What follows belongs to an exercise in optimizing a design on an open flow for small area; a production flow would make more cautious choices. RTL that was checked went through simulation tests only; none was proved equivalent to the original. Function not checked in run 2: the RTL went through the layout flow alone. No activity file was given, so power comes from the tool's default toggle rates.

==> flow/design.v <==
module mvm_uart_system (
    input  logic clk,
    input  logic rstn,
    input  logic rx,
    output logic tx
);
    localparam logic [1:0] M_RXK = 2'd0, M_RXX = 2'd1, M_CMP = 2'd2, M_TX = 2'd3;
    logic [1:0] mode;
    logic [3:0] ph;      
    logic [7:0] cnt;     
    logic [1:0] bj;      
    logic [2:0] c;       
    logic [2:0] r;       
    wire rx_mode  = ~mode[1];
    wire xp       = (mode == M_RXX);
    wire cmp_mode = (mode == M_CMP);
    wire tx_mode  = (mode == M_TX);
    wire cnt_zero = (cnt == 8'd0);
    wire [3:0] bitn = cnt[7:4];
    wire go = rx_mode  ? ~rx :
              cmp_mode ? ((ph[2:0] == 3'd0) & (ph[3] == r[0])) :
                         1'b1;
    wire last = (cnt[3:0] == 4'd15) &
                (bitn == (rx_mode ? 4'd8 : cmp_mode ? 4'd3 : 4'd9));
    wire rx_data = rx_mode & (bitn != 4'd0);
    wire rx_adv  = rx_data & (cnt[3:0] == 4'd15);
    wire wbase   = rx_data & (ph[2:0] == c);
    always_ff @(posedge clk or negedge rstn) begin
        if (!rstn) begin
            ph <= '0;
        end else begin
            ph <= ph + 4'd1;
        end
    end
    always_ff @(posedge clk or negedge rstn) begin
        if (!rstn) begin
            mode <= M_RXK;
            cnt  <= '0;
            bj   <= '0;
            c    <= '0;
            r    <= '0;
        end else begin
            if ((cnt_zero & ~go) | last)
                cnt <= '0;
            else
                cnt <= cnt + 8'd1;
            if (rx_adv) begin
                if (!xp) begin
                    if (bj == 2'd2) begin
                        bj <= '0;
                        c  <= c + 3'd1;
                        if (c == 3'd7) begin
                            r <= r + 3'd1;
                            if (r == 3'd7) mode <= M_RXX;
                        end
                    end else begin
                        bj <= bj + 2'd1;
                    end
                end else begin
                    bj <= bj + 2'd1;
                    if (bj == 2'd3) begin
                        c <= c + 3'd1;
                        if (c == 3'd7) mode <= M_CMP;
                    end
                end
            end
            if (cmp_mode & last)
                mode <= M_TX;
            if (tx_mode & last) begin
                bj <= bj + 2'd1;
                if (bj == 2'd3) begin
                    r    <= r + 3'd1;
                    mode <= (r == 3'd7) ? M_RXK : M_CMP;
                end
            end
        end
    end
    logic [15:0] kl [12];
    logic [7:0]  xl [4];
    logic [11:0] ktail;
    logic [3:0]  xc;
    genvar g;
    for (g = 0; g < 12; g++) begin : g_kloop
        wire we = wbase & ~xp & (ph[3] == r[0]) &
                  (r[2:1] == 2'(g / 3)) & (bj == 2'(g % 3));
        always_ff @(posedge clk)
            kl[g] <= {kl[g][14:0], we ? rx : kl[g][15]};
        assign ktail[g] = kl[g][15];
    end
    for (g = 0; g < 4; g++) begin : g_xloop
        wire we = wbase & xp & (bj == 2'(g));
        always_ff @(posedge clk)
            xl[g] <= {xl[g][6:0], we ? rx : xl[g][7]};
        assign xc[g] = xl[g][7];
    end
    logic [9:0] R;
    logic [2:0] krow;
    always_comb
        case (r[2:1])
            2'd0: krow = ktail[2:0];
            2'd1: krow = ktail[5:3];
            2'd2: krow = ktail[8:6];
            default: krow = ktail[11:9];
        endcase
    wire zfill  = cmp_mode & (cnt[5:4] == 2'd0);
    wire k      = cnt[5] ? (cnt[4] ? krow[2] : krow[1]) : krow[0];
    wire acc    = cmp_mode & ~cnt[3] & k;
    wire neg    = cnt[5] & cnt[4];
    wire [3:0] op  = acc ? (xc ^ {4{neg}}) : 4'd0;
    wire       cin = acc & neg;
    wire [7:0] cin_v = R[9:2];
    wire [7:0] opx = {{4{op[3]}}, op};
    logic [8:0] cy;
    logic [7:0] sum;
    assign cy[0] = cin;
    for (genvar i = 0; i < 8; i++) begin : g_fa
        assign sum[i]  = cin_v[i] ^ opx[i] ^ cy[i];
        assign cy[i+1] = (cin_v[i] & opx[i]) | (cin_v[i] & cy[i]) | (opx[i] & cy[i]);
    end
    wire shift = zfill |
                 ((cnt[3:0] == 4'd15) &
                  ((cmp_mode & (cnt[5] ^ cnt[4])) |
                   (tx_mode & (bitn != 4'd0) & (bitn != 4'd9))));
    always_ff @(posedge clk) begin
        if (shift)
            R <= {R[9] & ~zfill, R[9:1]};
        else
            R <= {sum, R[1:0]};
    end
    assign tx = ~tx_mode | (bitn == 4'd9) | ((bitn != 4'd0) & R[0]);
endmodule
==> flow/flow/run.sh <==
#!/bin/bash
# Own layout flow: the standard ORFS flow (standard.sh) with two changes:
#  - Yosys's technology mapping uses an area-oriented ABC script (flow/abc_area.script)
#    in place of ORFS's speed script; registers and names are untouched.
#  - clock tree synthesis uses mid-size clock buffers and no dummy loads.
# Each tool's full output goes to logs in this folder (standard.log, and ORFS's own
# per-step logs under orfs/logs/).
set -euo pipefail
W=$PWD
S=$W/scripts_area
rm -rf "$S"
cp -r "$FLOW_HOME/scripts" "$S"
cp "$W/flow/abc_area.script" "$S/abc_speed.script"
CTS=$(cat "$W/flow/cts_args")
bash "$W/standard.sh" "SCRIPTS_DIR=$S" "CTS_ARGS=$CTS" finish > "$W/standard.log" 2>&1
==> flow/flow/abc_area.script <==
&get -n
&st
&deepsyn -T 30
&dch
&nf -R 1000
&put
topo
dnsize -c
==> flow/flow/cts_args <==
-sink_clustering_enable -repair_clock_nets -dont_use_dummy_load -buf_list sky130_fd_sc_hd__clkbuf_8 -sink_clustering_size 22 -sink_clustering_max_diameter 80
==> flow/standard.sh <==
#!/bin/bash
# synth_recipe.tcl (not shown) runs the flow's synth.tcl, then flattens the netlist and writes it again
# the make line also repeats each setting of config.mk as NAME=value (left out here)
make -C /OpenROAD-flow-scripts/flow DESIGN_CONFIG=/design/flow/config.mk WORK_HOME=/design/flow/orfs CLKGATE_MAP_FILE= SYNTH_SCRIPT=/design/flow/synth_recipe.tcl "${@:-finish}"
==> flow/config.mk <==
export PLATFORM = sky130hd
export DESIGN_NAME = mvm_uart_system
export DESIGN_NICKNAME = mvm_uart_system
export VERILOG_FILES = /design/flow/design.v
export SDC_FILE = /design/flow/constraint.sdc
export NUM_CORES = 4
export LEC_CHECK = 0
export CAP_MARGIN = 20
export CORE_MARGIN = 2
export CORE_UTILIZATION = 60
export SLEW_MARGIN = 20
==> flow/constraint.sdc <==
create_clock -name core_clock -period 10.0 [get_ports {clk}]
set_input_delay 2.0000 -clock core_clock [delete_from_list [all_inputs] [get_ports {clk}]]
set_output_delay 2.0000 -clock core_clock [all_outputs]
set_load 0.01 [all_outputs]
==> results of run 1 <==
==> worst max path at each step <==
| stage | start | endpoint | slack (ps) | cells past startpoint |
|---|---|---|---|---|
| floorplan | r[1] | R[9] | 5260 | 18 |
| global placement | r[1] | R[9] | 5060 | 18 |
| detailed placement | r[1] | R[9] | 4920 | 19 |
| CTS | r[1] | R[9] | 4900 | 18 |
| global route | r[1] | R[9] | 4450 | 19 |
| finish | r[1] | R[9] | 4870 | 18 |
==> worst max-delay path: stages, from the launching register on <==
cell	delay, ps
dfrtp_1	510
nor2b_1	210
a22o_1	240
o21ai_0	170
a2111oi_0	140
and2_0	260
nor2_1	130
a21oi_1	70
fa_1	420
fa_1	400
fa_1	400
fa_1	400
fa_1	410
fa_1	400
fa_1	380
a21boi_0	150
o21ai_0	120
xor2_1	180
a21oi_1	110
==> layout by cell type, fill, tap and decap left out, drive strengths merged, types with 5 or more instances in the layout <==
cell    netlist  routed
clkbuf        0      15
clkinv       13      13
a21oi        34      34
dfxtp       232     232
dfrtp        22      22
ha           16      16
fa            7       7
xnor2         7       7
nand2        21      21
a31oi         5       5
and3          5       5
nor2         18      18
nand3         6       6
nor3b         5       5
mux2         17      17
==> per-layer routing <==
| layer | GRT usage (%) | vias up | part of all wire, % |
|---|---|---|---|
| met5 | 0 | - | 0 |
| met4 | 5.952 | 0 | 2.8 |
| met3 | 3.108 | 23 | 3.6 |
| met2 | 23.62 | 43 | 43 |
| met1 | 22.76 | 1428 | 51 |
| li1 | - | 1504 | - |
==> metrics by stage <==
stage	std cells	utilization, %	instance area [um^2]	hold slack (ps)
floorplan	445	-	6589	309.6
global placement	588	62.95	6794	310.4
detailed placement	588	62.95	6794	312.1
CTS	603	64.86	7000	323.7
global route	603	64.82	6995	334.4
finish	603	64.82	6995	320.9
==> flip-flops by register name, indices dropped and copies added (netlist names) <==
register	count
xl	32
c	3
kl	192
r	3
bj	2
R	10
cnt	8
ph	4
mode	2
==> power breakdown <==
part	internal, W	switching, W
sequential	0.00106	0.0000422
combinational	0.0000625	0.0000890
clock	0.000137	0.000261
==> cell type report <==
cell class / instances / area share (%)
clock buffer: 15 / 2.951
timing repair buffer: 3 / 0.3577
multi-input combinational: 176 / 18.37
inverter: 13 / 0.6975
sequential: 256 / 75.12
tap: 140 / 2.504
==> logic make-up (layout without fill, tap and decap cells) <==
kind of cell	Yosys count	after routing
buffers and inverters	13	31
AOI/OAI and AO/OA	53	53
adders and majority gates	23	23
DFF	256	256
muxes	17	17
xor gates and xnor gates	11	11
and+or+nand+nor	72	72
==> flow_metrics.py, run 1 <==
metrics = {
    "logic_synthesis": {
        "yosys.area_share.xor_xnor_pct": 1.462,
        "synth.mux.area_fraction_pct": 2.905,
        "yosysSeqAreaShare_pct": 79.76,
        "syn_area_mm2": 0.006589,
        "ys_top_cells_by_area": "dfxtp_1, dfrtp_1, ha_1",
        "synth-warning-count": 3,
        "netlist_top_cells_count": "dfxtp_1, a21oi_1, dfrtp_1",
        "synth-adder-area-share_pct": 5.165,
        "synth_area_per_cell_um2": 14.81,
        "synth_fp_nets": 471,
        "synth-edff-count": 2,
        "synth-compound-area-share_pct": 4.671,
        "synth.lib_cells_used.distinct": 32,
        "synth_top_area_share_pct": 70.49,
        "ys_ff_latch": 256,
        "synth_top_family_by_area": "simple AND/OR/NAND/NOR gates",
        "yosys.area_share.simple_pct": 5.298,
        "ys.flop_type": "dfxtp_1",
        "synth_cells": 445,
        "synth_top_area_cell": "dfxtp_1",
        "postSynth.asyncResetShare_pct": 8.594,
        "synth.most_common_cell": "dfxtp_1",
    },
    "critical_path": {
        "reg2reg_from": "r[1]",
        "critical_path.startpoint_type": "register",
        "worstSetupEndpointType": "register",
        "cp_data_arrival_time_ps": 5560,
        "worstPathMaxFanout": 12,
        "r2r-end": "R[9]",
        "flop_to_flop_setup_slack_ps": 4870,
        "worst-r2r-cell-count": 18,
        "path_class": "register to register",
        "worstPathRequired_ps": 10430,
    },
    "layout": {
        "layout.filler_cells": 796,
        "area.sequential_mm2": 0.005255,
        "diodes": 0,
        "combined_area_of_the_multi_input_logic_cells_mm2": 0.001285,
        "share_of_final_layout_standard_cells_stronger_than_drive_strength_1_pct": 3.456,
        "area_grow_syn2layout_pct": 6.172,
        "nets": 491,
    },
    "grt": {
        "gr-total-overflow": 0,
        "antenna_found_initial": 0,
        "first_pass_grt_wire_length_mm": 14.32,
        "grt.total_usage_pct": 15.73,
        "maximum_number_of_pins_on_one_net_before_global_route_repair": 23,
        "grt_pass1_vias": 2949,
    },
    "floorplanning": {
        "design.core.area_mm2": 0.01079,
        "die_h_um": 108.8,
        "io-pin-count": 4,
        "initial_utilization_pct": 61.05,
        "chipWidth_um": 108.8,
        "num_rows": 38,
        "floorplan.die_area_mm2": 0.01184,
    },
    "sta": {
        "min_period_ps": 5127,
        "setup_repair_after_global_routing_missed_its_margin": "false",
        "setup_ws_ps": 4873,
        "clk_skew_ps": 29.94,
        "worst-slew-pin-transition_ps": 699.6,
        "report.final.setup_viol": 0,
        "fmaxAchievable_mhz": 195.1,
        "final-hold-violation-count": 0,
        "final-max-slew-violation-count": 0,
        "worst_slew_margin_relative_to_its_limit_pct": 53.36,
        "fin_crit_sh_pct": 51.27,
        "finalSetupTns_ps": 0,
    },
    "clock_network": {
        "cts_num_sinks": 256,
        "worst_setup_hold_path_clk_slew_ps": 120,
        "cts_buffer_depth": 3,
        "post_cts_resized": 0,
        "cts_root_buf": "clkbuf_8",
        "htree_depth": 1,
        "post-cts-setup-buffer-count": 0,
        "clkLatencyLatePin_ps": 490,
        "holdBufCountCts": 0,
        "cts-buffers-inserted": 15,
        "clock_tree_from_tritoncts": "done",
    },
    "route": {
        "num_vias": 2998,
        "drc": 0,
        "drt_first_pass_iters": 4,
        "drt_iter0_drc": 118,
        "final_antenna_net_count": 0,
        "route.detailed.vias_per_inst": 4.972,
        "detail_route.wirelength_mm": 8.568,
        "drt-wirelength-per-cell_um": 14.21,
    },
    "power": {
        "max_rail_drop_vdd_mv": 0.2243,
        "power.density_cell_area_mw_per_mm2": 236.7,
        "cellLeakagePower_nw": 2.900,
        "total_power_w": 0.001656,
    },
    "placement": {
        "final_wtd_congestion": 0.8502,
        "port_buffers": 3,
        "dp_slack_ps": 4924,
        "place.detailed.hpwl_mm": 5.706,
    },
    "hold_path": {
        "worstHoldPathCells": 0,
        "min_from": "kl[2][12]",
        "holdPathEnd": "kl[2][13]",
        "hold_path_class": "register to register",
    },
    "outcome": {
        "outcome": "finished clean",
    },
    "flow_run": {
        "max_cap_violations": 0,
    },
}
==> run 2: changes to the inputs <==
--- a/flow/design.v
+++ b/flow/design.v
@@ -25,4 +25,9 @@
     wire rx_data = rx_mode & (bitn != 4'd0);
     wire rx_adv  = rx_data & (cnt[3:0] == 4'd15);
+    wire tx_end  = tx_mode & last;
+    wire bj_step = rx_adv | tx_end;
+    wire bj_wrap = (bj == 2'd3) | (~xp & ~tx_mode & (bj == 2'd2));
+    wire c_step  = rx_adv & bj_wrap;
+    wire r_step  = (c_step & ~xp & (c == 3'd7)) | (tx_end & (bj == 2'd3));
     wire wbase   = rx_data & (ph[2:0] == c);
     always_ff @(posedge clk or negedge rstn) begin
@@ -41,37 +46,15 @@
             r    <= '0;
         end else begin
-            if ((cnt_zero & ~go) | last)
-                cnt <= '0;
-            else
-                cnt <= cnt + 8'd1;
-            if (rx_adv) begin
-                if (!xp) begin
-                    if (bj == 2'd2) begin
-                        bj <= '0;
-                        c  <= c + 3'd1;
-                        if (c == 3'd7) begin
-                            r <= r + 3'd1;
-                            if (r == 3'd7) mode <= M_RXX;
-                        end
-                    end else begin
-                        bj <= bj + 2'd1;
-                    end
-                end else begin
-                    bj <= bj + 2'd1;
-                    if (bj == 2'd3) begin
-                        c <= c + 3'd1;
-                        if (c == 3'd7) mode <= M_CMP;
-                    end
-                end
-            end
-            if (cmp_mode & last)
+            cnt[7:4] <= last ? 4'd0 : cnt[7:4] + {3'd0, cnt[3:0] == 4'd15};
+            cnt[3:0] <= {cnt[3:1] + {2'd0, cnt[0]}, ~cnt[0] & ~(cnt_zero & ~go)};
+            if (bj_step) bj <= bj_wrap ? 2'd0 : bj + 2'd1;
+            if (c_step)  c  <= c + 3'd1;
+            if (r_step)  r  <= r + 3'd1;
+            if (c_step & (c == 3'd7) & (xp | (r == 3'd7)))
+                mode <= xp ? M_CMP : M_RXX;
+            if (last & cmp_mode)
                 mode <= M_TX;
-            if (tx_mode & last) begin
-                bj <= bj + 2'd1;
-                if (bj == 2'd3) begin
-                    r    <= r + 3'd1;
-                    mode <= (r == 3'd7) ? M_RXK : M_CMP;
-                end
-            end
+            if (r_step & tx_mode)
+                mode <= (r == 3'd7) ? M_RXK : M_CMP;
         end
     end
==> flow/flow/cts_args (replaced) <==
-sink_clustering_enable -repair_clock_nets -dont_use_dummy_load -buf_list sky130_fd_sc_hd__clkbuf_8 -sink_clustering_size 21 -sink_clustering_max_diameter 70
==> run 2 against run 1 <==
Still clean on timing, DRC and antenna. Via count down 1.2%. Setup slack worse by 43 ps. Sequential cell count unchanged. Total power fell by 13%. Synthesized area is 0.93% lower. Sequential share of layout area rose by 0.43 points. Non-clock buffer count up 1. Utilization decreased by 0.086 points. Maximum frequency fell by 0.82%. Die area shrank 0.89%. Critical path type unchanged.
==> flow_metrics.py, run 2 <==
metrics = {
    "floorplanning": {
        "floorplan.die_area_mm2": 0.01173,
        "die_h_um": 108.3,
        "num_rows": 38,
        "chipWidth_um": 108.3,
        "design.core.area_mm2": 0.01075,
        "io-pin-count": 4,
        "initial_utilization_pct": 60.75,
    },
    "route": {
        "route.detailed.vias_per_inst": 4.920,
        "drt_first_pass_iters": 4,
        "detail_route.wirelength_mm": 8.383,
        "drt_iter0_drc": 123,
        "final_antenna_net_count": 0,
        "drt-wirelength-per-cell_um": 13.93,
        "drc": 0,
        "num_vias": 2962,
    },
    "layout": {
        "share_of_final_layout_standard_cells_stronger_than_drive_strength_1_pct": 3.896,
        "largest-register": "kl",
        "largest_register_ffs": 192,
        "layout.cells.most_common_list": "dfxtp_1, nor2_1, a21oi_1",
        "diodes": 0,
        "nets": 492,
        "biggestRegsByFlops": "kl x192, xl x32, R x10",
        "layout_commonest_cell": "dfxtp_1",
        "area_grow_syn2layout_pct": 6.555,
        "layout.filler_cells": 799,
        "utilization_after_layout_pct": 64.73,
    },
    "logic_synthesis": {
        "yosysSeqAreaShare_pct": 80.51,
        "ys_top_cells_by_area": "dfxtp_1, dfrtp_1, ha_1",
        "synth.most_common_cell": "dfxtp_1",
        "postSynth.asyncResetShare_pct": 8.594,
        "syn_area_mm2": 0.006528,
        "synth-warning-count": 3,
        "ys.flop_type": "dfxtp_1",
        "synth_top_area_cell": "dfxtp_1",
        "synth-edff-count": 2,
        "synth_top_area_share_pct": 71.15,
        "netlist_top_cells_count": "dfxtp_1, nor2_1, a21oi_1",
        "synth_fp_nets": 470,
        "synth_area_per_cell_um2": 14.77,
        "synth.lib_cells_used.distinct": 31,
        "synth_cells": 442,
        "ys_ff_latch": 256,
    },
    "clock_network": {
        "cts-buffers-inserted": 16,
        "worst_setup_hold_path_clk_slew_ps": 120,
        "cts_buffer_depth": 3,
        "post-cts-setup-buffer-count": 0,
        "cts_root_buf": "clkbuf_8",
        "htree_depth": 1,
        "cts_num_sinks": 256,
        "clkLatencyLatePin_ps": 480,
        "clock_tree_from_tritoncts": "done",
        "holdBufCountCts": 0,
        "post_cts_resized": 0,
    },
    "sta": {
        "setup_repair_after_global_routing_missed_its_margin": "false",
        "final-hold-violation-count": 0,
        "min_period_ps": 5169,
        "report.final.setup_viol": 0,
        "final-max-slew-violation-count": 0,
        "clk_skew_ps": 23.50,
        "fmaxAchievable_mhz": 193.4,
        "fin_crit_sh_pct": 51.69,
        "setup_ws_ps": 4831,
        "finalSetupTns_ps": 0,
        "worst_slew_margin_relative_to_its_limit_pct": 50.14,
        "worst-slew-pin-transition_ps": 747.9,
    },
    "grt": {
        "use_met1_pct": 22.64,
        "gr-usage-met3_pct": 3.255,
        "maximum_number_of_pins_on_one_net_before_global_route_repair": 23,
        "grt_util_met2_pct": 22.64,
        "gr-total-overflow": 0,
        "antenna_found_initial": 0,
        "first_pass_grt_wire_length_mm": 14.17,
        "grt.total_usage_pct": 15.52,
        "grt_pass1_vias": 2940,
        "busiest_metal_layer_after_global_routing": "met2",
    },
    "flow_run": {
        "max_cap_violations": 0,
    },
    "power": {
        "max_rail_drop_vdd_mv": 0.1899,
        "cellLeakagePower_nw": 2.937,
        "total_power_w": 0.001439,
        "power.density_cell_area_mw_per_mm2": 206.8,
    },
    "placement": {
        "final_wtd_congestion": 0.9157,
        "port_buffers": 3,
        "place.detailed.hpwl_mm": 5.470,
        "dp_slack_ps": 4915,
    },
    "critical_path": {
        "critical_path.startpoint_type": "register",
        "worstSetupEndpointType": "register",
        "cp_data_arrival_time_ps": 5530,
        "worstPathMaxFanout": 11,
        "path_class": "register to register",
        "worstPathRequired_ps": 10360,
    },
    "outcome": {
        "outcome": "finished clean",
    },
    "hold_path": {
        "hold_path_class": "register to register",
    },
}
run 2: worst paths after layout:
path / startpoint / to / slack, ps / depth (start not counted)
min in group asynchronous: rstn / c[2] / 1470 / 1
hold / removal: kl[11][8] / kl[11][9] / 310 / 0
setup / recovery: r[2] / R[9] / 4830 / 19
hold reg to reg: kl[11][8] / kl[11][9] / 310 / 0
max in group asynchronous: rstn / cnt[4] / 8170 / 1
setup reg to reg: r[2] / R[9] / 4830 / 19
run 2: critical path, cell delays in order (launching register included):
cell and delay [ps]:
dfrtp_1 510, nand2b_1 280, o21ai_0 210, nor4_1 80, o21ai_0 150, a211oi_1 120
and2_0 250, nor2_1 120, a21oi_1 60, fa_1 420, fa_1 400, fa_1 400
fa_1 390, fa_1 390, fa_1 390, fa_1 380, o21ai_0 170, a21o_1 120
xor2_1 140, a21oi_1 50
run 2: cell families (layout without fill, tap and decap cells):
| kind of cell | count (synthesis) | in the layout | synth area share, % |
|---|---|---|---|
| adders and majority gates | 25 | 25 | 5.597 |
| DFF | 256 | 256 | 80.51 |
| xor gates and xnor gates | 12 | 12 | 1.610 |
| AOI/OAI and AO/OA | 49 | 49 | 4.294 |
| and+or+nand+nor | 76 | 76 | 5.233 |
| buffers and inverters | 12 | 32 | 0.6900 |
| muxes | 12 | 12 | 2.070 |
run 2: cell type report:
class                   instances  area (um^2)  area share (%)
well taps                     140        175.2           2.518
repair buffers                  4        32.53          0.4677
flip-flops and latches        256         5255           75.55
inverters                      12        45.04          0.6476
multi-input cells             174         1227           17.65
clock buffers                  16        220.2           3.166
run 2: report_power, final:
part	total [W]	internal [W]	switching, W
clock	0.000413	0.000146	0.000267
combinational	0.00000365	0.000000668	0.00000298
sequential	0.00102	0.00102	0.000000155
run 2: through the flow:
stage | cells | area (um^2) | hold slack (ps)
floorplan | 442 | 6528 | 309.6
global route | 602 | 6955 | 319.7
detailed placement | 586 | 6740 | 312.1
global placement | 586 | 6740 | 309.8
finish | 602 | 6955 | 310.9
CTS | 602 | 6960 | 318.2
run 2: routing by layer:
| metal | vias to the layer above | share of wire [%] |
|---|---|---|
| met5 | - | 0 |
| met4 | 0 | 3.9 |
| met3 | 24 | 3.9 |
| met2 | 48 | 41 |
| met1 | 1407 | 51 |
| li1 | 1483 | - |
==> run 3: changes to the inputs <==
--- a/flow/design.v
+++ b/flow/design.v
@@ -22,5 +22,5 @@
                          1'b1;
     wire last = (cnt[3:0] == 4'd15) &
-                (bitn == (rx_mode ? 4'd8 : cmp_mode ? 4'd3 : 4'd9));
+                (bitn == (rx_mode ? 4'd8 : cmp_mode ? 4'd4 : 4'd9));
     wire rx_data = rx_mode & (bitn != 4'd0);
     wire rx_adv  = rx_data & (cnt[3:0] == 4'd15);
@@ -78,5 +78,5 @@
     end
     logic [9:0] R;
-    logic [2:0] krow;
+    logic [2:0] krow;    
     always_comb
         case (r[2:1])
@@ -86,22 +86,22 @@
             default: krow = ktail[11:9];
         endcase
-    wire zfill  = cmp_mode & (cnt[5:4] == 2'd0);
-    wire k      = cnt[5] ? (cnt[4] ? krow[2] : krow[1]) : krow[0];
-    wire acc    = cmp_mode & ~cnt[3] & k;
-    wire neg    = cnt[5] & cnt[4];
-    wire [3:0] op  = acc ? (xc ^ {4{neg}}) : 4'd0;
+    wire zfill  = cmp_mode & (bitn == 4'd0);
+    wire [1:0] j = {bitn[2] | (bitn[1] & bitn[0]), ~bitn[0]};
+    wire x      = xc[j];
+    wire acc    = cmp_mode & ~cnt[3] & x;
+    wire neg    = bitn[2];
+    wire [2:0] op  = acc ? (krow ^ {3{neg}}) : 3'd0;
     wire       cin = acc & neg;
-    wire [7:0] cin_v = R[9:2];
-    wire [7:0] opx = {{4{op[3]}}, op};
-    logic [8:0] cy;
-    logic [7:0] sum;
+    wire [6:0] opx = {{4{op[2]}}, op};
+    logic [7:0] cy;
+    logic [6:0] sum;
     assign cy[0] = cin;
-    for (genvar i = 0; i < 8; i++) begin : g_fa
-        assign sum[i]  = cin_v[i] ^ opx[i] ^ cy[i];
-        assign cy[i+1] = (cin_v[i] & opx[i]) | (cin_v[i] & cy[i]) | (opx[i] & cy[i]);
+    for (genvar i = 0; i < 7; i++) begin : g_fa
+        assign sum[i]  = R[i+3] ^ opx[i] ^ cy[i];
+        assign cy[i+1] = (R[i+3] & opx[i]) | (R[i+3] & cy[i]) | (opx[i] & cy[i]);
     end
     wire shift = zfill |
                  ((cnt[3:0] == 4'd15) &
-                  ((cmp_mode & (cnt[5] ^ cnt[4])) |
+                  ((cmp_mode & ~bitn[2]) |
                    (tx_mode & (bitn != 4'd0) & (bitn != 4'd9))));
     always_ff @(posedge clk) begin
@@ -109,5 +109,5 @@
             R <= {R[9] & ~zfill, R[9:1]};
         else
-            R <= {sum, R[1:0]};
+            R <= {sum, R[2:0]};
     end
     assign tx = ~tx_mode | (bitn == 4'd9) | ((bitn != 4'd0) & R[0]);
==> run 3 against run 2 <==
Critical path depth down 3. Synthesized cell count shrank 2.0%. Die area is 0.31% lower. Worst hold slack got worse by 23 ps. Utilization hardly changed. Clock power about the same. Via count down 4.9%. Critical path type unchanged. Highest routed layer unchanged.
==> flow_metrics.py, run 3 <==
metrics = {
    "outcome": {
        "outcome": "finished clean",
    },
    "layout": {
        "share_of_final_layout_standard_cells_stronger_than_drive_strength_1_pct": 4.204,
        "area_grow_syn2layout_pct": 6.461,
        "area.sequential_mm2": 0.005265,
        "layout.cells.most_common_list": "dfxtp_1, nor2_1, dfrtp_1",
        "combined_area_of_the_multi_input_logic_cells_mm2": 0.001192,
        "largest_register_ffs": 192,
        "biggestRegsByFlops": "kl x192, xl x32, R x10",
        "layout.filler_cells": 789,
        "diodes": 0,
        "layout_commonest_cell": "dfxtp_1",
        "largest-register": "kl",
        "nets": 478,
    },
    "critical_path": {
        "crit_top_cell": "fa_1",
        "critical_path.startpoint_type": "register",
        "cell_type_of_the_slowest_stage_on_the_worst_timing_path": "dfrtp_1",
        "critical-path-top-delay-family": "adder cells",
        "buf_inv_on_cp": 1,
        "cp_data_arrival_time_ps": 4610,
        "worstSetupEndpointType": "register",
        "critical_path.cell_chain": "nor2_1 > a211oi_1 > or3_1 > clkinv_1 > nand2_1 > mux2i_1 > fa_1 > fa_1 > fa_1 > fa_1 > fa_1 > fa_1 > xnor2_1 > nor2_1 > xnor2_1 > nor2_1",
        "worstPathRequired_ps": 10400,
        "worstPathMaxFanout": 9,
        "path_class": "register to register",
        "slowest_delay_ps": 510,
    },
    "grt": {
        "first_pass_grt_wire_length_mm": 13.85,
        "gr-total-overflow": 0,
        "grt.total_usage_pct": 15.23,
        "maximum_number_of_pins_on_one_net_before_global_route_repair": 23,
        "grt_pass1_vias": 2907,
        "antenna_found_initial": 0,
    },
    "route": {
        "drt_iter0_drc": 113,
        "num_vias": 2816,
        "drc": 0,
        "drt_first_pass_iters": 6,
        "final_antenna_net_count": 0,
        "route.detailed.vias_per_inst": 4.757,
        "detail_route.wirelength_mm": 8.157,
        "drt-wirelength-per-cell_um": 13.78,
    },
    "logic_synthesis": {
        "syn_area_mm2": 0.006506,
        "synth-edff-count": 3,
        "synth_cells": 433,
        "synth-compound-area-share_pct": 2.981,
        "postSynth.asyncResetShare_pct": 8.594,
        "ys.flop_type": "dfxtp_1",
        "synth_top_area_share_pct": 71.08,
        "synth.most_common_cell": "dfxtp_1",
        "yosys.area_share.xor_xnor_pct": 1.885,
        "yosysSeqAreaShare_pct": 80.92,
        "synth.mux.area_fraction_pct": 3.058,
        "synth-warning-count": 3,
        "synth_area_per_cell_um2": 15.03,
        "synth_top_family_by_area": "simple AND/OR/NAND/NOR gates",
        "synth_top_area_cell": "dfxtp_1",
        "synth.lib_cells_used.distinct": 32,
        "synth-adder-area-share_pct": 4.731,
        "yosys.area_share.simple_pct": 5.673,
        "netlist_top_cells_count": "dfxtp_1, nor2_1, dfrtp_1",
        "ys_top_cells_by_area": "dfxtp_1, dfrtp_1, ha_1",
        "synth_fp_nets": 457,
        "ys_ff_latch": 256,
    },
    "power": {
        "max_rail_drop_vdd_mv": 0.1726,
        "cellLeakagePower_nw": 2.877,
        "seq_power_share_pct": 71.0,
        "net-switching-power_w": 0.0002721,
        "comb_power_share_pct": 0.3,
        "switching_part_of_the_total_power_pct": 18.88,
        "power.internal_w": 0.001169,
        "power.density_cell_area_mw_per_mm2": 208.0,
        "total_power_w": 0.001441,
        "clockPowerShare_pct": 28.8,
    },
    "sta": {
        "report.final.setup_viol": 0,
        "final-hold-violation-count": 0,
        "worst-slew-pin-transition_ps": 711.6,
        "worst_slew_margin_relative_to_its_limit_pct": 51.20,
        "fmaxAchievable_mhz": 237.6,
        "final-max-slew-violation-count": 0,
        "fin_crit_sh_pct": 42.09,
        "min_period_ps": 4209,
        "setup_ws_ps": 5791,
        "finalSetupTns_ps": 0,
        "setup_repair_after_global_routing_missed_its_margin": "false",
        "clk_skew_ps": 46.23,
    },
    "clock_network": {
        "cts_num_sinks": 256,
        "worst_setup_hold_path_clk_slew_ps": 110,
        "htree_depth": 1,
        "cts-buffers-inserted": 16,
        "cts_buffer_depth": 3,
        "clock_tree_from_tritoncts": "done",
        "holdBufCountCts": 0,
        "post-cts-setup-buffer-count": 0,
        "post_cts_resized": 0,
        "clkLatencyLatePin_ps": 500,
        "cts_root_buf": "clkbuf_8",
    },
    "placement": {
        "dp_slack_ps": 5796,
        "place.detailed.hpwl_mm": 5.336,
        "port_buffers": 3,
        "final_wtd_congestion": 0.8150,
    },
    "floorplanning": {
        "design.core.area_mm2": 0.01070,
        "io-pin-count": 4,
        "num_rows": 38,
        "floorplan.die_area_mm2": 0.01169,
        "chipWidth_um": 108.1,
        "initial_utilization_pct": 60.82,
        "die_h_um": 108.1,
    },
    "flow_run": {
        "max_cap_violations": 0,
    },
    "hold_path": {
        "hold_path_class": "register to register",
    },
}
-- run 3: cell count changes after synthesis, sizes merged, moves of 3 or more --
cell / previous run / this run
mux2i: 0 / 3
xnor2: 5 / 8
nand4: 3 / 0
ha: 18 / 15
o21ai: 8 / 1
a21oi: 25 / 20
nor3b: 1 / 5
-- run 3: path summary, 6_finish.rpt --
| check | from | to | slack [ps] | depth (start not counted) |
|---|---|---|---|---|
| worst max-delay path | cnt[6] | R[9] | 5790 | 16 |
| min in group asynchronous | rstn | cnt[0] | 1440 | 1 |
| worst min register to register | kl[1][5] | kl[1][6] | 290 | 0 |
| worst min-delay path | kl[1][5] | kl[1][6] | 290 | 0 |
| worst max register to register | cnt[6] | R[9] | 5790 | 16 |
| max in group asynchronous | rstn | bj[1] | 8180 | 1 |
-- run 3: cells by family (layout without fill, tap and decap cells) --
group                    after synthesis  in the layout
AO/OA/AOI/OAI                         34             34
XOR/XNOR                              14             14
adder cells (fa/ha/maj)               21             21
buffers and inverters                 13             32
flip-flops                           256            256
multiplexers                          16             16
AND/OR/NAND/NOR                       79             79
-- run 3: area by class of cell --
cell class / count / share of cell area (%)
Sequential cell: 256 / 76.01
Multi-Input combinational cell: 164 / 17.21
Clock buffer: 16 / 3.179
Tap cell: 140 / 2.529
Inverter: 13 / 0.7045
Timing Repair Buffer: 3 / 0.3613
-- run 3: worst register-to-register path: stages, from the launching register on --
cell	delay, ps
dfrtp_1	510
nor2_1	140
a211oi_1	200
or3_1	160
clkinv_1	60
nand2_1	120
mux2i_1	120
fa_1	420
fa_1	390
fa_1	390
fa_1	390
fa_1	380
fa_1	380
xnor2_1	140
nor2_1	130
xnor2_1	130
nor2_1	50
-- run 3: metal layers --
| metal | track usage (%) | vias up | wire [um] |
|---|---|---|---|
| met5 | 0 | - | 0 |
| met4 | 6.319 | 0 | 242 |
| met3 | 3.556 | 20 | 342 |
| met2 | 22.96 | 39 | 3482 |
| met1 | 21.39 | 1320 | 4090 |
| li1 | - | 1437 | - |
-- run 3: power by group through the flow --
| stage | logic, W | clock network (W) | registers (W) |
|---|---|---|---|
| 6_report | 0.00000369 | 0.000415 | 0.00102 |
| 3_3_place_gp | 0.00000408 | 0 | 0.00105 |
| 3_5_place_dp | 0.00000414 | 0 | 0.00105 |
| 5_1_grt | 0.00000427 | 0.000467 | 0.00102 |
| 4_1_cts | 0.00000423 | 0.000434 | 0.00102 |
| 2_1_floorplan | 0.000000904 | 0 | 0.00105 |
-- run 3: metrics by stage --
| stage | cell area [um^2] | utilization, % | hold WS (ps) | cells |
|---|---|---|---|---|
| 2_1_floorplan | 6506 | - | 309.6 | 433 |
| 3_3_place_gp | 6711 | 62.74 | 310.5 | 576 |
| 3_5_place_dp | 6711 | 62.74 | 312.1 | 576 |
| 4_1_cts | 6932 | 64.80 | 291.5 | 592 |
| 5_1_grt | 6927 | 64.75 | 284.8 | 592 |
| 6_report | 6927 | 64.75 | 287.6 | 592 |
==> run 4: changes to the inputs <==
==> flow/flow/abc_area.script (replaced) <==
&get -n
&st
&dch
&nf -R 1000
&put
topo
dnsize -c
==> run 4 against run 3 <==
Register-to-register slack got worse by 170 ps. Synthesized cell count unchanged. Routed wire length increased by 0.39%. Clock power about the same. Sequential share of layout area about the same. First-iteration DRC count increased by 35%. Clock skew increased by 12 ps. Maximum frequency decreased by 3.9%. Clock-buffer cell count unchanged. Sequential cell count unchanged. Synthesized area decreased by 0.23%. Highest routed layer unchanged.
==> flow_metrics.py, run 4 <==
metrics = {
    "logic_synthesis": {
        "syn_area_mm2": 0.006491,
        "synth-warning-count": 3,
        "synth.most_common_cell": "dfxtp_1",
        "netlist_top_cells_count": "dfxtp_1, nand2_1, dfrtp_1",
        "ys.flop_type": "dfxtp_1",
        "postSynth.asyncResetShare_pct": 8.594,
        "synth-edff-count": 3,
        "synth_top_area_share_pct": 71.24,
        "synth_top_area_cell": "dfxtp_1",
        "yosysSeqAreaShare_pct": 81.11,
        "synth_cells": 433,
        "synth_area_per_cell_um2": 14.99,
        "synth.lib_cells_used.distinct": 32,
        "ys_ff_latch": 256,
        "ys_top_cells_by_area": "dfxtp_1, dfrtp_1, ha_1",
        "synth_fp_nets": 457,
    },
    "sta": {
        "fmaxAchievable_mhz": 228.3,
        "finalSetupTns_ps": 0,
        "final-max-slew-violation-count": 0,
        "worst-slew-pin-transition_ps": 980.3,
        "fin_crit_sh_pct": 43.80,
        "report.final.setup_viol": 0,
        "clk_skew_ps": 58.45,
        "worst_slew_margin_relative_to_its_limit_pct": 34.64,
        "min_period_ps": 4380,
        "setup_repair_after_global_routing_missed_its_margin": "false",
        "final-hold-violation-count": 0,
    },
    "critical_path": {
        "cp_data_arrival_time_ps": 4670,
        "worst-r2r-cell-count": 13,
        "worstSetupEndpointType": "register",
        "worstPathRequired_ps": 10290,
        "critical_path.startpoint_type": "register",
        "path_class": "register to register",
        "worstPathMaxFanout": 6,
    },
    "layout": {
        "largest_register_ffs": 192,
        "largest-register": "kl",
        "biggestRegsByFlops": "kl x192, xl x32, R x10",
        "diodes": 0,
        "share_of_final_layout_standard_cells_stronger_than_drive_strength_1_pct": 4.626,
        "layout_commonest_cell": "dfxtp_1",
        "final_area_mm2": 0.006928,
        "area_grow_syn2layout_pct": 6.727,
        "layout.cells.most_common_list": "dfxtp_1, nand2_1, dfrtp_1",
        "nets": 480,
    },
    "placement": {
        "dpl-instance-area_mm2": 0.006713,
        "place.detailed.hpwl_mm": 5.276,
        "final_wtd_congestion": 0.7646,
        "port_buffers": 3,
    },
    "clock_network": {
        "htree_depth": 1,
        "cts_root_buf": "clkbuf_8",
        "cts-buffers-inserted": 16,
        "post_cts_resized": 0,
        "post-cts-setup-buffer-count": 0,
        "clock_tree_from_tritoncts": "done",
        "cts_buffer_depth": 3,
        "worst_setup_hold_path_clk_slew_ps": 110,
        "holdBufCountCts": 0,
        "clkLatencyLatePin_ps": 500,
        "cts_num_sinks": 256,
    },
    "power": {
        "max_rail_drop_vdd_mv": 0.1625,
        "power.density_cell_area_mw_per_mm2": 207.9,
        "cellLeakagePower_nw": 2.871,
    },
    "floorplanning": {
        "die_h_um": 108.0,
        "chipWidth_um": 108.0,
        "floorplan.die_area_mm2": 0.01167,
        "io-pin-count": 4,
        "initial_utilization_pct": 62.32,
        "design.core.area_mm2": 0.01042,
        "num_rows": 37,
    },
    "grt": {
        "gr-total-overflow": 0,
        "first_pass_grt_wire_length_mm": 13.99,
        "antenna_found_initial": 0,
        "grt_pass1_vias": 2824,
        "maximum_number_of_pins_on_one_net_before_global_route_repair": 23,
        "grt.total_usage_pct": 15.45,
    },
    "outcome": {
        "outcome": "finished clean",
    },
    "route": {
        "drt-wirelength-per-cell_um": 13.88,
        "drc": 0,
        "detail_route.wirelength_mm": 8.189,
        "drt_first_pass_iters": 4,
        "route.detailed.vias_per_inst": 4.808,
        "drt_iter0_drc": 152,
        "final_antenna_net_count": 0,
        "num_vias": 2837,
    },
    "hold_path": {
        "hold_path_class": "register to register",
        "worstHoldPathCells": 0,
    },
    "flow_run": {
        "max_cap_violations": 0,
    },
}
==> run 4: layout make-up <==
| type | count | area [um^2] |
|---|---|---|
| multi-input combinational | 166 | 1191 |
| sequential | 256 | 5265 |
| tap | 136 | 170.2 |
| clock buffer | 16 | 220.2 |
| inverter | 11 | 41.29 |
| timing repair buffer | 5 | 40.04 |
| fill | 738 | 3488 |
==> run 4: per-stage QoR <==
| stage | std cells | util (%) | hold slack (ps) | setup slack (ps) | power, W |
|---|---|---|---|---|---|
| floorplan | 433 | - | 309.6 | 6147 | 0.001047 |
| global placement | 574 | 64.44 | 310.1 | 5868 | 0.001050 |
| detailed placement | 574 | 64.44 | 312.1 | 5690 | 0.001050 |
| CTS | 590 | 66.56 | 286.9 | 5607 | 0.001458 |
| global route | 590 | 66.51 | 291.3 | 5397 | 0.001495 |
| finish | 590 | 66.51 | 286.4 | 5620 | 0.001440 |
==> run 4: kinds of logic (layout without fill, tap and decap cells) <==
| kind of cell | Yosys count | count (layout) | synth area share [%] |
|---|---|---|---|
| adders and majority gates | 21 | 21 | 4.742 |
| and+or+nand+nor | 76 | 76 | 5.340 |
| muxes | 12 | 12 | 2.236 |
| buffers and inverters | 11 | 32 | 0.6361 |
| DFF | 256 | 256 | 81.11 |
| xor gates and xnor gates | 14 | 14 | 1.889 |
| AOI/OAI and AO/OA | 43 | 43 | 4.048 |
==> run 4: critical path, stage by stage (launching register included) <==
cell and delay [ps]:
dfrtp_1 440, nor2b_1 210, a222oi_1 450, nand2_1 170
nor2_1 130, a211oi_1 80, fa_1 440, fa_1 410
fa_1 390, fa_1 400, fa_1 400, fa_1 390
xnor2_1 170, o22ai_1 90
==> run 4: layer usage <==
layer	vias to the layer above	part of all wire, %	track usage, %
met4	0	3.0	5.311
met2	34	40	21.97
met3	20	3.6	2.954
met1	1314	54	23.88
met5	-	0	0
li1	1469	-	-
==> run 4: path summary, 6_finish.rpt <==
| path | start | end | slack [ps] |
|---|---|---|---|
| max | r[1] | R[9] | 5620 |
| min | kl[8][8] | kl[8][9] | 290 |
| max reg2reg | r[1] | R[9] | 5620 |
| min reg2reg | kl[8][8] | kl[8][9] | 290 |
| max in group asynchronous | rstn | cnt[0] | 8150 |
| min in group asynchronous | rstn | cnt[4] | 1460 |
==> run 4: power breakdown <==
group          leakage (nW)  switching, W  internal, W
registers              2.20   0.000000133      0.00102
logic                 0.555    0.00000285  0.000000609
clock network         0.115      0.000268     0.000146
total                  2.87      0.000271      0.00117
==> run 5: changes to the inputs <==
==> flow/flow/abc_area.script (replaced) <==
&get -n
&st
&syn2
&dch
&nf -R 1000
&put
topo
dnsize -c
==> run 5 against run 4 <==
Still clean. Worst hold slack lost 22 ps. Clock power is essentially flat. Via count grew 1.3%. Non-clock buffer count is the same. Global-route usage shrank 0.10 points. Synthesized area is essentially flat. Clock skew shrank 4.2 ps. Register-to-register slack gained 190 ps. Clock-buffer cell count is the same. Setup slack lost 180 ps. Design area shrank 0.22%.
==> flow_metrics.py, run 5 <==
metrics = {
    "logic_synthesis": {
        "synth_top_area_share_pct": 71.28,
        "ys.flop_type": "dfxtp_1",
        "syn_area_mm2": 0.006487,
        "ys_ff_latch": 256,
        "synth.lib_cells_used.distinct": 30,
        "synth_top_area_cell": "dfxtp_1",
        "postSynth.asyncResetShare_pct": 8.594,
        "netlist_top_cells_count": "dfxtp_1, nor2_1, a21oi_1, dfrtp_1, ha_1",
        "synth-edff-count": 3,
        "yosysSeqAreaShare_pct": 81.16,
        "synth_area_per_cell_um2": 14.81,
        "synth_fp_nets": 462,
        "synth_cells": 438,
        "synth-warning-count": 3,
        "ys_top_cells_by_area": "dfxtp_1, dfrtp_1, ha_1",
        "synth.most_common_cell": "dfxtp_1",
    },
    "route": {
        "final_antenna_net_count": 0,
        "detail_route.wirelength_mm": 8.097,
        "drt-wirelength-per-cell_um": 13.61,
        "drt_first_pass_iters": 4,
        "drc": 0,
        "route.detailed.vias_per_inst": 4.830,
        "num_vias": 2874,
        "drt_iter0_drc": 159,
    },
    "hold_path": {
        "worstHoldPathCells": 0,
        "min_from": "kl[3][5]",
        "hold_path_class": "register to register",
        "holdPathEnd": "kl[3][6]",
    },
    "clock_network": {
        "cts_root_buf": "clkbuf_8",
        "clkLatencyLatePin_ps": 490,
        "worst_setup_hold_path_clk_slew_ps": 110,
        "cts_num_sinks": 256,
        "post_cts_resized": 0,
        "clock_tree_from_tritoncts": "done",
        "cts-buffers-inserted": 16,
        "htree_depth": 1,
        "holdBufCountCts": 0,
        "post-cts-setup-buffer-count": 0,
        "cts_buffer_depth": 3,
    },
    "layout": {
        "share_of_final_layout_standard_cells_stronger_than_drive_strength_1_pct": 4.357,
        "largest-register": "kl",
        "layout_commonest_cell": "dfxtp_1",
        "layout.filler_cells": 752,
        "diodes": 0,
        "final_area_mm2": 0.006913,
        "finish.cell_count_without_fillers": 595,
        "biggestRegsByFlops": "kl x192, xl x32, R x10",
        "largest_register_ffs": 192,
        "nets": 485,
        "area_grow_syn2layout_pct": 6.557,
        "layout.cells.most_common_list": "dfxtp_1, nor2_1, a21oi_1, dfrtp_1, clkbuf_8",
    },
    "floorplanning": {
        "chipWidth_um": 108.0,
        "io-pin-count": 4,
        "die_h_um": 108.0,
        "num_rows": 37,
        "floorplan.die_area_mm2": 0.01166,
        "design.core.area_mm2": 0.01042,
        "initial_utilization_pct": 62.28,
    },
    "power": {
        "max_rail_drop_vdd_mv": 0.1662,
        "switching_part_of_the_total_power_pct": 18.73,
        "clockPowerShare_pct": 28.6,
        "net-switching-power_w": 0.0002694,
        "power.internal_w": 0.001169,
        "seq_power_share_pct": 71.1,
        "power.density_cell_area_mw_per_mm2": 208.0,
        "comb_power_share_pct": 0.3,
        "cellLeakagePower_nw": 2.891,
    },
    "critical_path": {
        "r2r-end": "R[9]",
        "worstSetupEndpointType": "output pin",
        "slowest_delay_ps": 870,
        "worstPathRequired_ps": 8000,
        "flop_to_flop_setup_slack_ps": 5810,
        "reg2reg_from": "r[2]",
        "worstPathMaxFanout": 12,
        "path_class": "register to output pin",
        "critical_path.cell_chain": "nor4_1 > o21bai_1 > clkdlybuf4s50_1",
        "buf_inv_on_cp": 1,
        "cp_data_arrival_time_ps": 2560,
        "cell_type_of_the_slowest_stage_on_the_worst_timing_path": "nor4_1",
        "critical_path.startpoint_type": "register",
        "critical-path-top-delay-family": "simple AND/OR/NAND/NOR gates",
        "worst-r2r-cell-count": 14,
    },
    "placement": {
        "port_buffers": 3,
        "place.detailed.hpwl_mm": 5.218,
        "dp_slack_ps": 5776,
        "final_wtd_congestion": 0.8231,
        "dp.cells": 578,
        "dpl-instance-area_mm2": 0.006693,
    },
    "grt": {
        "grt_pass1_vias": 2949,
        "first_pass_grt_wire_length_mm": 13.98,
        "grt.total_usage_pct": 15.35,
        "maximum_number_of_pins_on_one_net_before_global_route_repair": 23,
        "antenna_found_initial": 0,
        "gr-total-overflow": 0,
    },
    "sta": {
        "finalSetupTns_ps": 0,
        "report.final.setup_viol": 0,
        "fmaxAchievable_mhz": 219.3,
        "final-max-slew-violation-count": 0,
        "clk_skew_ps": 54.22,
        "setup_repair_after_global_routing_missed_its_margin": "false",
        "min_period_ps": 4560,
        "worst_slew_margin_relative_to_its_limit_pct": 34.27,
        "final-hold-violation-count": 0,
        "fin_crit_sh_pct": 45.60,
        "worst-slew-pin-transition_ps": 976.9,
        "holdWs_ps": 264.2,
        "setup_ws_ps": 5440,
    },
    "outcome": {
        "outcome": "finished clean",
    },
    "flow_run": {
        "max_cap_violations": 0,
    },
}
==> run 5: cell types whose count changed in the layout (fill, tap and decap cells not counted), sizes merged, moves of 2 or more <==
| cell | change |
|---|---|
| a41oi | +2 |
| o21ai | -11 |
| a222oi | -3 |
| o22ai | +3 |
| nand2 | -16 |
| a31oi | +2 |
| nor2 | +27 |
| nand2b | +2 |
| a21oi | +13 |
| nand3 | -11 |
==> run 5: logic make-up after synthesis <==
group / synth area share (%)
AOI/OAI and AO/OA: 4.436
xor gates and xnor gates: 1.755
adders and majority gates: 4.745
buffers and inverters: 0.6943
DFF: 81.16
muxes: 2.083
and+or+nand+nor: 5.130
==> run 5: per-stage QoR <==
step / total power [W] / utilization, %
6_report: 0.001438 / 66.37
4_1_cts: 0.001459 / 66.37
2_1_floorplan: 0.001047 / -
3_3_place_gp: 0.001050 / 64.20
5_1_grt: 0.001497 / 66.37
3_5_place_dp: 0.001050 / 64.25
==> run 5: worst max path at each step <==
stage | start | end | slack [ps] | cells after the start
floorplan | cnt[4] | R[9] | 6000 | 12
finish | cnt[6] | tx | 5440 | 3
global placement | r[2] | R[9] | 5870 | 14
detailed placement | r[2] | R[9] | 5780 | 14
CTS | cnt[6] | tx | 5400 | 3
global route | cnt[6] | tx | 5260 | 3
==> run 5: final cells by class <==
type,count,area (um^2),area share [%]
tap,136,170.2,2.462
timing repair buffer,5,35.03,0.5068
inverter,12,45.04,0.6516
sequential,256,5265,76.16
multi-input combinational,170,1177,17.03
clock buffer,16,220.2,3.186
==> run 5: power groups by stage <==
stage          registers (W)    logic [W]  clock network [W]
2_1_floorplan        0.00105  0.000000901                  0
3_3_place_gp         0.00105   0.00000400                  0
3_5_place_dp         0.00105   0.00000403                  0
4_1_cts              0.00102   0.00000405           0.000432
5_1_grt              0.00102   0.00000428           0.000469
6_report             0.00102   0.00000363           0.000412
==> run 5: layer usage <==
metal / GRT usage, % / vias to the layer above / routed length (um) / share of wire (%)
li1: - / 1474 / - / -
met1: 22.07 / 1342 / 4111 / 51
met2: 22.64 / 34 / 3375 / 42
met3: 3.195 / 24 / 274 / 3.4
met4: 6.960 / 0 / 336 / 4.1
met5: 0 / - / 0 / 0
==> run 6: changes to the inputs <==
==> flow/flow/abc_area.script (replaced) <==
&get -n
&st
&deepsyn -T 30
&dch
&nf -R 1000
&put
topo
dnsize -c
==> flow/flow/cts_args (replaced) <==
-sink_clustering_enable -repair_clock_nets -dont_use_dummy_load -buf_list sky130_fd_sc_hd__clkbuf_8 -sink_clustering_size 20 -sink_clustering_max_diameter 60
==> run 6 against run 5 <==
Clock-buffer cell count increased by 1. Design area increased by 0.40%. Die area increased by 0.29%. Synthesized area increased by 0.29%. Register-to-register slack got worse by 50 ps. Highest routed layer unchanged.
==> flow_metrics.py, run 6 <==
metrics = {
    "floorplanning": {
        "io-pin-count": 4,
        "chipWidth_um": 108.1,
        "die_h_um": 108.1,
        "initial_utilization_pct": 60.82,
        "num_rows": 38,
        "design.core.area_mm2": 0.01070,
        "floorplan.die_area_mm2": 0.01169,
    },
    "logic_synthesis": {
        "ys_top_cells_by_area": "dfxtp_1, dfrtp_1, ha_1",
        "synth_area_per_cell_um2": 15.03,
        "synth_top_area_cell": "dfxtp_1",
        "netlist_top_cells_count": "dfxtp_1, nor2_1, dfrtp_1",
        "synth_top_area_share_pct": 71.08,
        "synth_fp_nets": 457,
        "ys.flop_type": "dfxtp_1",
        "postSynth.asyncResetShare_pct": 8.594,
        "ys_ff_latch": 256,
        "syn_area_mm2": 0.006506,
        "synth_cells": 433,
        "yosysSeqAreaShare_pct": 80.92,
        "synth-warning-count": 3,
        "synth.most_common_cell": "dfxtp_1",
        "synth.lib_cells_used.distinct": 32,
        "synth-edff-count": 3,
    },
    "route": {
        "route.detailed.vias_per_inst": 4.779,
        "detail_route.wirelength_mm": 8.014,
        "drc": 0,
        "drt_iter0_drc": 126,
        "final_antenna_net_count": 0,
        "drt_first_pass_iters": 4,
        "drt-wirelength-per-cell_um": 13.51,
        "num_vias": 2834,
    },
    "layout": {
        "largest-register": "kl",
        "biggestRegsByFlops": "kl x192, xl x32, R x10",
        "layout_commonest_cell": "dfxtp_1",
        "diodes": 0,
        "finish.cell_count_without_fillers": 593,
        "nets": 479,
        "share_of_final_layout_standard_cells_stronger_than_drive_strength_1_pct": 4.415,
        "layout.cells.most_common_list": "dfxtp_1, nor2_1, dfrtp_1",
        "area_grow_syn2layout_pct": 6.673,
        "final_area_mm2": 0.006940,
        "largest_register_ffs": 192,
    },
    "grt": {
        "grt.total_usage_pct": 15.11,
        "gr-total-overflow": 0,
        "grt_pass1_vias": 2939,
        "maximum_number_of_pins_on_one_net_before_global_route_repair": 23,
        "first_pass_grt_wire_length_mm": 13.81,
        "antenna_found_initial": 0,
    },
    "sta": {
        "worst_slew_margin_relative_to_its_limit_pct": 51.26,
        "holdWs_ps": 311.2,
        "fmaxAchievable_mhz": 235.9,
        "min_period_ps": 4239,
        "worst-slew-pin-transition_ps": 710.8,
        "final-hold-violation-count": 0,
        "report.final.setup_viol": 0,
        "clk_skew_ps": 33.38,
        "finalSetupTns_ps": 0,
        "setup_repair_after_global_routing_missed_its_margin": "false",
        "final-max-slew-violation-count": 0,
        "fin_crit_sh_pct": 42.39,
    },
    "placement": {
        "port_buffers": 3,
        "dpl-instance-area_mm2": 0.006711,
        "place.detailed.hpwl_mm": 5.336,
        "final_wtd_congestion": 0.8150,
        "dp.cells": 576,
    },
    "critical_path": {
        "worstSetupEndpointType": "register",
        "cp_data_arrival_time_ps": 4620,
        "cell_type_of_the_slowest_stage_on_the_worst_timing_path": "dfrtp_1",
        "worstPathMaxFanout": 11,
        "path_class": "register to register",
        "worstPathRequired_ps": 10380,
        "critical_path.startpoint_type": "register",
        "critical-path-top-delay-family": "adder cells",
        "slowest_delay_ps": 580,
        "crit_top_cell": "fa_1",
        "buf_inv_on_cp": 0,
        "critical_path.cell_chain": "mux4_2 > mux2i_1 > fa_1 > fa_1 > fa_1 > fa_1 > fa_1 > fa_1 > xnor2_1 > nor2_1 > xnor2_1 > nor2_1",
    },
    "power": {
        "cellLeakagePower_nw": 2.884,
        "max_rail_drop_vdd_mv": 0.1714,
        "power.density_cell_area_mw_per_mm2": 208.4,
    },
    "clock_network": {
        "htree_depth": 1,
        "cts-buffers-inserted": 17,
        "clock_tree_from_tritoncts": "done",
        "holdBufCountCts": 0,
        "worst_setup_hold_path_clk_slew_ps": 110,
        "post-cts-setup-buffer-count": 0,
        "cts_root_buf": "clkbuf_8",
        "post_cts_resized": 0,
        "clkLatencyLatePin_ps": 490,
        "cts_num_sinks": 256,
        "cts_buffer_depth": 3,
    },
    "hold_path": {
        "hold_path_class": "register to register",
    },
    "flow_run": {
        "max_cap_violations": 0,
    },
    "outcome": {
        "outcome": "finished clean",
    },
}
-- run 6: report_power, final --
group	leakage [nW]	internal, W	total [W]	switching (W)
Clock	0.122	0.000154	0.000420	0.000266
Combinational	0.561	0.000000669	0.00000368	0.00000301
Sequential	2.20	0.00102	0.00102	0.000000129
Total	2.88	0.00118	0.00145	0.000269
-- run 6: layer usage --
layer | vias up | GRT usage (%) | part of all wire [%]
met3 | 22 | 3.737 | 4.5
li1 | 1436 | - | -
met1 | 1330 | 21.00 | 50
met2 | 46 | 22.96 | 43
met4 | 0 | 6.136 | 3.0
met5 | - | 0 | 0
-- run 6: cells by family after synthesis --
| kind of cell | Yosys count | share of synthesized area [%] |
|---|---|---|
| AO/OA/AOI/OAI | 34 | 2.981 |
| XOR/XNOR | 14 | 1.885 |
| adder cells (fa/ha/maj) | 21 | 4.731 |
| buffers and inverters | 13 | 0.7500 |
| flip-flops | 256 | 80.92 |
| multiplexers | 16 | 3.058 |
| AND/OR/NAND/NOR | 79 | 5.673 |
-- run 6: worst paths after layout --
| kind | cells past startpoint | end | slack (ps) | startpoint |
|---|---|---|---|---|
| worst max register to register | 12 | R[9] | 5760 | r[1] |
| min in group asynchronous | 1 | bj[0] | 1460 | rstn |
| worst min register to register | 0 | kl[1][6] | 310 | kl[1][5] |
| worst min-delay path | 0 | kl[1][6] | 310 | kl[1][5] |
| worst max-delay path | 12 | R[9] | 5760 | r[1] |
| max in group asynchronous | 1 | mode[0] | 8170 | rstn |
-- run 6: worst reg2reg max path, stage by stage (launching register included) --
cell and delay [ps]:
dfrtp_1 580, mux4_2 580, mux2i_1 160, fa_1 420, fa_1 390, fa_1 390, fa_1 390, fa_1 380
fa_1 380, xnor2_1 140, nor2_1 130, xnor2_1 130, nor2_1 50
-- run 6: cell type report --
| class | count | area (um^2) |
|---|---|---|
| Tap cell | 140 | 175.2 |
| Timing Repair Buffer | 3 | 25.02 |
| Fill cell | 781 | 3757 |
| Sequential cell | 256 | 5265 |
| Inverter | 13 | 48.80 |
| Clock buffer | 17 | 234.0 |
| Multi-Input combinational cell | 164 | 1192 |
-- run 6: through the flow --
step / worst slack, ps / utilization, % / power [W]
2_1_floorplan: 5982 / - / 0.001047
3_3_place_gp: 5874 / 62.74 / 0.001050
3_5_place_dp: 5796 / 62.74 / 0.001050
4_1_cts: 5777 / 64.92 / 0.001468
5_1_grt: 5462 / 64.88 / 0.001503
6_report: 5761 / 64.88 / 0.001446
==> run 7: changes to the inputs <==
==> flow/design.v (replaced) <==
module mvm_uart_system (
    input  logic clk,
    input  logic rstn,
    input  logic rx,
    output logic tx
);
    logic       rxk;     
    logic       rxx;     
    wire        txm = ~rxk & ~rxx;   
    logic [3:0] ph;      
    logic [7:0] cnt;     
    logic [1:0] bj;      
    logic [2:0] c;       
    logic [2:0] r;       
    wire rx_mode  = rxk | rxx;
    wire cnt_zero = (cnt == 8'd0);
    wire [3:0] bitn = cnt[7:4];
    wire e15 = (cnt[3:0] == 4'd15);
    wire go   = rx_mode ? ~rx : (ph == 4'd0);
    wire last = e15 & (bitn == (rx_mode ? 4'd8 : 4'd9));
    wire wait_go = cnt_zero & ~go;    
    wire rx_data = rx_mode & (bitn != 4'd0);
    wire rx_adv  = rx_data & e15;
    wire tx_end  = txm & last;
    wire bj_step = rx_adv | tx_end;
    wire bj_wrap = (bj == 2'd3) | (rxk & (bj == 2'd2));
    wire c_step  = rx_adv & bj_wrap;
    wire r_step  = (c_step & rxk & (c == 3'd7)) | (tx_end & (bj == 2'd3));
    wire wbase   = rx_data & (ph[2:0] == c);
    always_ff @(posedge clk or negedge rstn) begin
        if (!rstn) begin
            ph <= '0;
        end else begin
            ph <= ph + 4'd1;
        end
    end
    always_ff @(posedge clk or negedge rstn) begin
        if (!rstn) begin
            rxk <= 1'b1;
            rxx <= 1'b0;
            cnt <= '0;
            bj  <= '0;
            c   <= '0;
            r   <= '0;
        end else begin
            cnt[7:4] <= last ? 4'd0 : cnt[7:4] + {3'd0, e15};
            cnt[3:0] <= {cnt[3:1] + {2'd0, cnt[0]}, ~cnt[0] & ~wait_go};
            if (bj_step) bj <= bj_wrap ? 2'd0 : bj + 2'd1;
            if (c_step)  c  <= c + 3'd1;
            if (r_step)  r  <= r + 3'd1;
            if (c_step & (c == 3'd7) & (rxx | (r == 3'd7))) begin
                rxk <= 1'b0;
                rxx <= rxk;
            end
            if (r_step & txm & (r == 3'd7))
                rxk <= 1'b1;
        end
    end
    logic [15:0] kl [12];
    logic [7:0]  xl [4];
    logic [11:0] ktail;
    logic [3:0]  xc;
    genvar g;
    for (g = 0; g < 12; g++) begin : g_kloop
        wire we = wbase & rxk & (ph[3] == r[0]) &
                  (r[2:1] == 2'(g / 3)) & (bj == 2'(g % 3));
        always_ff @(posedge clk)
            kl[g] <= {kl[g][14:0], we ? rx : kl[g][15]};
        assign ktail[g] = kl[g][15];
    end
    for (g = 0; g < 4; g++) begin : g_xloop
        wire we = wbase & rxx & (bj == 2'(g));
        always_ff @(posedge clk)
            xl[g] <= {xl[g][6:0], we ? rx : xl[g][7]};
        assign xc[g] = xl[g][7];
    end
    logic [6:0] A;       
    logic       q;       
    logic [2:0] krow;    
    always_comb
        case (r[2:1])
            2'd0: krow = ktail[2:0];
            2'd1: krow = ktail[5:3];
            2'd2: krow = ktail[8:6];
            default: krow = ktail[11:9];
        endcase
    wire x   = xc[bitn[1:0]];
    wire acc = txm & ~wait_go & (bj == 2'd0) & (bitn[3:2] == 2'd0) & (cnt[3] == r[0]) & x;
    wire neg = (bitn[1:0] == 2'd3);
    wire [2:0] op  = acc ? (krow ^ {3{neg}}) : 3'd0;
    wire       cin = acc & neg;
    wire [6:0] opx = {{4{op[2]}}, op};
    logic [7:0] cy;
    logic [6:0] sum;
    assign cy[0] = cin;
    for (genvar i = 0; i < 7; i++) begin : g_fa
        assign sum[i]  = A[i] ^ opx[i] ^ cy[i];
        assign cy[i+1] = (A[i] & opx[i]) | (A[i] & cy[i]) | (opx[i] & cy[i]);
    end
    wire take  = txm & e15 & (bitn[3:0] <= 4'd7);
    wire clear = rx_mode | (txm & (bitn == 4'd9) & (bj == 2'd3));
    always_ff @(posedge clk) begin
        if (take | clear)
            A <= {sum[6] & ~clear, sum[6:1]};
        else
            A <= sum;
        if (take)
            q <= sum[0];
    end
    assign tx = ~txm | wait_go | (bitn == 4'd9) | ((bitn != 4'd0) & q);
endmodule
==> flow/flow/abc_area.script (replaced) <==
&get -n
&st
&syn2
&dch
&nf -R 1000
&put
topo
dnsize -c
==> flow/flow/cts_args (replaced) <==
-sink_clustering_enable -repair_clock_nets -dont_use_dummy_load -buf_list sky130_fd_sc_hd__clkbuf_8 -sink_clustering_size 21 -sink_clustering_max_diameter 70
==> run 7 against run 6 <==
Highest routed layer unchanged. Sequential share of layout area hardly changed. Largest cell class unchanged. Utilization grew 1.3 points. Cell count fell by 3.9%. Die area decreased by 0.82%.
==> flow_metrics.py, run 7 <==
metrics = {
    "layout": {
        "largest_register_ffs": 192,
        "biggestRegsByFlops": "kl x192, xl x32, cnt x8",
        "largest-register": "kl",
        "area_grow_syn2layout_pct": 6.439,
        "nets": 460,
        "share_of_final_layout_standard_cells_stronger_than_drive_strength_1_pct": 4.378,
        "final_area_mm2": 0.006867,
    },
    "sta": {
        "fmaxAchievable_mhz": 173.4,
        "final-hold-violation-count": 0,
        "finalSetupTns_ps": 0,
        "setup_repair_after_global_routing_missed_its_margin": "false",
        "worst_slew_margin_relative_to_its_limit_pct": 56.67,
        "final-max-slew-violation-count": 0,
        "fin_crit_sh_pct": 57.68,
        "min_period_ps": 5768,
        "report.final.setup_viol": 0,
    },
    "critical_path": {
        "worstPathMaxFanout": 17,
        "cell_type_of_the_slowest_stage_on_the_worst_timing_path": "clkdlybuf4s50_1",
        "critical_path.cell_chain": "clkdlybuf4s50_1 > o211ai_1 > nand4_1 > nor2_1 > fa_1 > fa_1 > fa_1 > fa_1 > fa_1 > fa_1 > xor2_1 > xnor2_1 > a21oi_1",
        "cp_data_arrival_time_ps": 6140,
        "crit_top_cell": "fa_1",
        "worstSetupStartpoint": "rx",
        "flop_to_flop_setup_slack_ps": 5590,
        "worstPathRequired_ps": 10370,
        "critical-path-top-delay-family": "adder cells",
        "critical_path.startpoint_type": "input port",
    },
    "hold_path": {
        "min_from": "kl[6][5]",
        "hold_path_class": "register to register",
    },
    "clock_network": {
        "clock_tree_from_tritoncts": "done",
        "clkLatencyLatePin_ps": 490,
        "htree_depth": 1,
        "cts-buffers-inserted": 16,
        "worst_setup_hold_path_clk_slew_ps": 110,
        "cts_num_sinks": 254,
        "cts_root_buf": "clkbuf_8",
    },
    "logic_synthesis": {
        "syn_area_mm2": 0.006451,
        "synth_fp_nets": 439,
        "yosysSeqAreaShare_pct": 80.70,
        "synth_cells": 415,
        "synth-warning-count": 3,
        "synth_top_area_cell": "dfxtp_1",
        "netlist_top_cells_count": "dfxtp_1, mux2_1, nor2_1",
        "synth.most_common_cell": "dfxtp_1",
        "synth_area_per_cell_um2": 15.55,
        "ys.flop_type": "dfxtp_1",
        "postSynth.asyncResetShare_pct": 8.661,
    },
    "route": {
        "drt_first_pass_iters": 4,
        "met2_routed_length_mm": 3.363,
        "wirelength_met1_mm": 4.169,
        "drc": 0,
        "final_antenna_net_count": 0,
        "met3RoutedLength_um": 264,
        "drt_iter0_drc": 113,
        "route.detailed.vias_per_inst": 4.786,
    },
    "grt": {
        "grt.total_usage_pct": 14.63,
        "gr-total-overflow": 0,
        "antenna_found_initial": 0,
        "maximum_number_of_pins_on_one_net_before_global_route_repair": 23,
        "first_pass_grt_wire_length_mm": 13.11,
    },
    "power": {
        "cellLeakagePower_nw": 2.910,
        "max_rail_drop_vdd_mv": 0.1835,
        "total_power_w": 0.001431,
    },
    "placement": {
        "port_buffers": 3,
        "place.detailed.hpwl_mm": 5.229,
        "dpl-instance-area_mm2": 0.006651,
    },
    "outcome": {
        "outcome": "finished clean",
    },
    "floorplanning": {
        "die_h_um": 107.7,
        "io-pin-count": 4,
        "initial_utilization_pct": 62.21,
        "chipWidth_um": 107.7,
    },
    "flow_run": {
        "max_cap_violations": 0,
    },
}
run 7: cell count changes after synthesis, moves of 3 or more:
cell      delta
nor2_1       -8
xor2_1       +3
a31oi_1      -6
clkinv_1     -5
mux2i_1      -3
o21ai_0      +4
a21oi_1     -17
mux2_1      +16
nor3b_1      -5
and2_0       +3
run 7: final cells by class:
| cell class | instances | area (um^2) |
|---|---|---|
| Fill cell | 779 | 3503 |
| Sequential cell | 254 | 5206 |
| Timing Repair Buffer | 3 | 25.02 |
| Tap cell | 136 | 170.2 |
| Inverter | 8 | 30.03 |
| Clock buffer | 16 | 220.2 |
| Multi-Input combinational cell | 153 | 1215 |
run 7: per-layer routing:
metal,up-vias,GRT usage (%)
met3,17,2.906
met1,1301,21.17
met4,0,5.311
met5,-,0
li1,1380,-
met2,30,22.01
run 7: cell families (layout without fill, tap and decap cells):
kind of cell	after synthesis	count (layout)	share of synthesized area, %
fa+ha+maj	21	21	4.771
flops	254	254	80.70
xor+xnor	18	18	2.444
compound gates	14	14	1.280
mux	28	28	5.062
simple gates	72	72	5.275
buf+inv	8	27	0.4655
run 7: metrics by stage:
step | std cells | worst slack [ps]
2_1_floorplan | 415 | 4847
3_3_place_gp | 554 | 3800
3_5_place_dp | 554 | 3681
4_1_cts | 570 | 4229
5_1_grt | 570 | 3996
6_report | 570 | 4232
run 7: worst paths after layout:
check                      endpoint  depth (start not counted)
max                            A[5]                         13
min                        kl[6][6]                          0
max reg2reg                    A[5]                         15
min reg2reg                kl[6][6]                          0
max in group asynchronous    cnt[2]                          1
min in group asynchronous    cnt[6]                          1
run 7: worst register-to-register path: cells and delay by family, from the launching register on:
kind	cells	cell delay, ps
and+or+nand+nor	5	890
AOI/OAI and AO/OA	2	270
xor gates and xnor gates	2	340
adders and majority gates	6	2350
DFF	1	450
run 7: report_power, final:
part,total [W],switching [W],internal [W]
registers,0.00101,0.000000145,0.00101
clock network,0.000414,0.000268,0.000146
logic,0.00000320,0.00000267,0.000000539

Setup slack of run 7, layout unchanged: 4.232 ns with ideal ports, 4.229 ns with driving cells assumed (clock clkbuf_16, inputs buf_2), 3.737 ns with port delays also shifted by the 0.503 ns mid clock arrival.
